Source: an optimization exercise on an open RTL-to-GDS flow (aim: small area and a short achievable clock period). Production flows keep margins and buffers that such runs may drop. Where RTL was checked, it was by simulation tests only, not by an equivalence proof against the original. Power and IR drop assume default switching activity.

## branch garnet
==> module FIR, before the edit <==
module FIR
#(
parameter data_in = 16,
parameter no_tap = 10
)
(
    input i_clk,
    input signed [data_in-1:0] i_serial_in ,
    input i_data_wr,
    output signed [2*data_in-1:0] o_data_out ,
    output o_data_rdy,
    input i_reset
    );
    localparam [25:0] CINIT = 26'h267800c;
    reg [15:0] r [0:9];
    reg [15:0] hold;
    reg [25:0] acc;
    reg [25:0] out;
    reg        rdy;
    reg        wr;           
    reg  [3:0] age;          
    reg  [3:0] k;            
    reg  [3:0] nv;           
    reg        ins;          
    reg sA8, sA256, sA1, sA1la, sB2, sB4p, sB4n;
    reg vp, vl;              
    integer i;
    wire [3:0] age_p  = age + 4'd1 + {3'd0, wr};
    wire [3:0] age_n  = i_reset ? 4'd0 : (age_p >= 4'd10 ? age_p - 4'd10 : age_p);
    wire [3:0] k_n    = wr ? 4'd0 : (k == 4'd11 ? 4'd11 : k + 4'd1);
    wire [3:0] nv_n   = i_reset ? 4'd0 : ((wr && nv != 4'd10) ? nv + 4'd1 : nv);
    wire       re_n   = (k_n != 4'd0) && (k_n <= 4'd10);
    wire [3:0] agel_n = (age_n == 4'd9) ? 4'd0 : age_n + 4'd1;
    always @(posedge i_clk) begin
        age <= age_n;
        k   <= k_n;
        nv  <= nv_n;
        ins <= (age_n == 4'd9);
        vp  <= age_n < nv_n;
        vl  <= agel_n < nv_n;
        sA8   <= re_n && (age_n == 4'd0 || age_n == 4'd4 || age_n == 4'd6);
        sA256 <= re_n && (age_n == 4'd3 || age_n == 4'd5 || age_n == 4'd9);
        sA1   <= re_n && (age_n == 4'd7);
        sA1la <= re_n && (age_n == 4'd2 || age_n == 4'd8);
        sB2   <= re_n && (age_n == 4'd0);
        sB4p  <= re_n && (age_n == 4'd4 || age_n == 4'd6);
        sB4n  <= re_n && (age_n == 4'd3 || age_n == 4'd5 || age_n == 4'd9);
    end
    always @(posedge i_clk) begin
        r[0] <= ins ? hold : r[9];
        for (i = 1; i < 10; i = i + 1) r[i] <= r[i-1];
        if (wr) hold <= i_serial_in;
    end
    wire [15:0] x  = r[0];
    wire [15:0] xl = r[9];
    wire [15:0] fx  = vp ? {~x[15],  x[14:0]}  : 16'h8000;
    wire [15:0] fxl = vl ? {~xl[15], xl[14:0]} : 16'h8000;
    wire [15:0] gx  = vp ? {x[15], ~x[14:0]} : 16'h7fff;
    wire [25:0] laneA = (sA8   ? {7'd0, fx, 3'd0}  : 26'd0)
                      | (sA256 ? {2'd0, fx, 8'd0}  : 26'd0)
                      | (sA1   ? {10'd0, fx}       : 26'd0)
                      | (sA1la ? {10'd0, fxl}      : 26'd0);
    wire [25:0] laneB = (sB2   ? {9'd0, fx, 1'd0}  : 26'd0)
                      | (sB4p  ? {8'd0, fx, 2'd0}  : 26'd0)
                      | (sB4n  ? {8'd0, gx, 2'd0}  : 26'd0);
    wire [25:0] sum = acc + laneA + laneB;
    always @(posedge i_clk) begin
        acc <= wr ? CINIT : sum;
        if (i_reset) out <= 26'd0;
        else if (wr) out <= (nv == 4'd0) ? 26'd0 : sum;
        rdy <= !i_reset && wr;
        wr  <= !i_reset && i_data_wr && !wr;
    end
    assign o_data_rdy = rdy;
    assign o_data_out = {{6{out[25]}}, out};
endmodule
export LEC_CHECK = 0
export CAP_MARGIN = 20
export CORE_MARGIN = 2
export CORE_UTILIZATION = 40
export SLEW_MARGIN = 20
create_clock -name core_clock -period 10.0 [get_ports {i_clk}]
run.sh (not shown) runs the stock make flow with config.mk's settings and CLKGATE_MAP_FILE= SYNTH_SCRIPT=/design/flow/synth_recipe.tcl, a recipe that flattens the netlist after the stock synthesis.
> inputs changed (branch garnet -> branch umber)
==> flow/design.v <==
`timescale 1ns / 1ps
module FIR
#(
parameter data_in = 16,
parameter no_tap = 10
)
(
    input i_clk,
    input signed [data_in-1:0] i_serial_in ,
    input i_data_wr,
    output signed [2*data_in-1:0] o_data_out ,
    output o_data_rdy,
    input i_reset
    );
    localparam [25:0] CINIT = 26'h267800c;
    reg [15:0] r [0:9];
    reg [15:0] hold;
    reg [25:0] acc;
    reg [25:0] out;
    reg        rdy;
    reg        wr;           
    reg  [3:0] age;          
    reg  [3:0] k;            
    reg  [3:0] nv;           
    reg        nz;           
    reg        selH, selR;   
    reg sA8, sA256, sLAv, sLAi, sB2, sB4p, sB4n, sB1;
    integer i;
    wire [3:0] age_p  = age + 4'd1 + {3'd0, wr};
    wire [3:0] age_n  = (age_p >= 4'd10) ? age_p - 4'd10 : age_p;
    wire [3:0] k_n    = wr ? 4'd0 : (k == 4'd11 ? 4'd11 : k + 4'd1);
    wire [3:0] nv_n   = (wr && nv != 4'd10) ? nv + 4'd1 : nv;
    wire       re_n   = (k_n != 4'd0) && (k_n <= 4'd10);
    wire [3:0] agel_n = (age_n == 4'd9) ? 4'd0 : age_n + 4'd1;    
    wire       vl_n   = agel_n < nv_n;
    wire       la_n   = re_n && (age_n == 4'd2 || age_n == 4'd8);
    always @(posedge i_clk) begin
        age  <= i_reset ? 4'd0 : age_n;
        k    <= k_n;
        nv   <= i_reset ? 4'd0 : nv_n;
        nz   <= !i_reset && (nv_n != 4'd0);
        selH <= vl_n && (age_n == 4'd9);
        selR <= vl_n && (age_n != 4'd9);
        sA8  <= re_n && (age_n == 4'd0 || age_n == 4'd4 || age_n == 4'd6);
        sA256<= re_n && (age_n == 4'd3 || age_n == 4'd5 || age_n == 4'd9);
        sLAv <= la_n && vl_n;
        sLAi <= la_n && !vl_n;
        sB2  <= re_n && (age_n == 4'd0);
        sB4p <= re_n && (age_n == 4'd4 || age_n == 4'd6);
        sB4n <= re_n && (age_n == 4'd3 || age_n == 4'd5 || age_n == 4'd9);
        sB1  <= re_n && (age_n == 4'd7);
    end
    always @(posedge i_clk) begin
        r[0] <= ({16{selH}} & hold) | ({16{selR}} & r[9]);
        for (i = 1; i < 10; i = i + 1) r[i] <= r[i-1];
        if (wr) hold <= i_serial_in;
    end
    wire [15:0] x  = r[0];
    wire [15:0] xl = r[9];
    wire [15:0] fx  = {~x[15], x[14:0]};               
    wire [15:0] gx  = {x[15], ~x[14:0]};               
    wire [15:0] fxl = ({16{sLAv}} & {~xl[15], xl[14:0]}) | {sLAi, 15'd0};
    wire [25:0] laneA = (sA8   ? {7'd0, fx, 3'd0}  : 26'd0)
                      | (sA256 ? {2'd0, fx, 8'd0}  : 26'd0)
                      | {10'd0, fxl};
    wire [25:0] laneB = (sB2   ? {9'd0, fx, 1'd0}  : 26'd0)
                      | (sB4p  ? {8'd0, fx, 2'd0}  : 26'd0)
                      | (sB4n  ? {8'd0, gx, 2'd0}  : 26'd0)
                      | (sB1   ? {10'd0, fx}       : 26'd0);
    wire [25:0] sum = acc + laneA + laneB;
    always @(posedge i_clk) begin
        acc <= wr ? CINIT : sum;
        if (i_reset) out <= 26'd0;
        else if (wr) out <= nz ? sum : 26'd0;
        rdy <= !i_reset && wr;
        wr  <= !i_reset && i_data_wr && !wr;
    end
    assign o_data_rdy = rdy;
    assign o_data_out = {{6{out[25]}}, out};
endmodule
[summary]
branch umber ended with less post-DP HPWL than branch garnet. Per the comparison of branch umber with branch garnet, count of non-filler cells in the finished layout went down, sequential power now sits at about the same level. branch umber vs. branch garnet: met1 wire length decreased about 0.9%, count of multi-input combinational gates decreased by 66 relative to the old numbers. branch garnet -> branch umber: power drawn by the clock network decreased slightly. Synthesized cell count (branch umber vs. branch garnet) decreases by a little under 10%. Compared with branch garnet, in branch umber total power after layout increased 9.7%, portion of the clock cycle consumed by the worst path in the final layout decreased 5.4 points.
Only the layout flow was run in branch umber; the RTL was not checked for function there.

-- re-timing with driven ports --
How much do the figures lean on ideal ports? The routed layouts below were timed once more, with nothing changed but the port constraints.
Step 1, drivers: a clkbuf_16 drives i_clk and a buf_2 each remaining input, both assumed.
Step 2 also shifts input and output timing later by t, the mid clock arrival at the registers, as if the neighbouring blocks saw the same clock.
Slacks: no drivers / after step 1 / after step 2; pairs: no drivers / after step 1.
run | t (ns) | slack for setup (ns) | worst setup path after step 2 | worst register clock-pin slew, ns
branch garnet | 0.571 | 5.442 / 5.442 / 5.160 | input to register | 0.07 / 0.07
branch umber | 0.572 | 5.983 / 5.983 / 5.983 | register to register | 0.07 / 0.07
After both steps setup and hold are still met in every run listed. For branch garnet, which loses most, drivers alone change the setup slack by 0.000 ns; drivers and shift together by -0.282 ns.
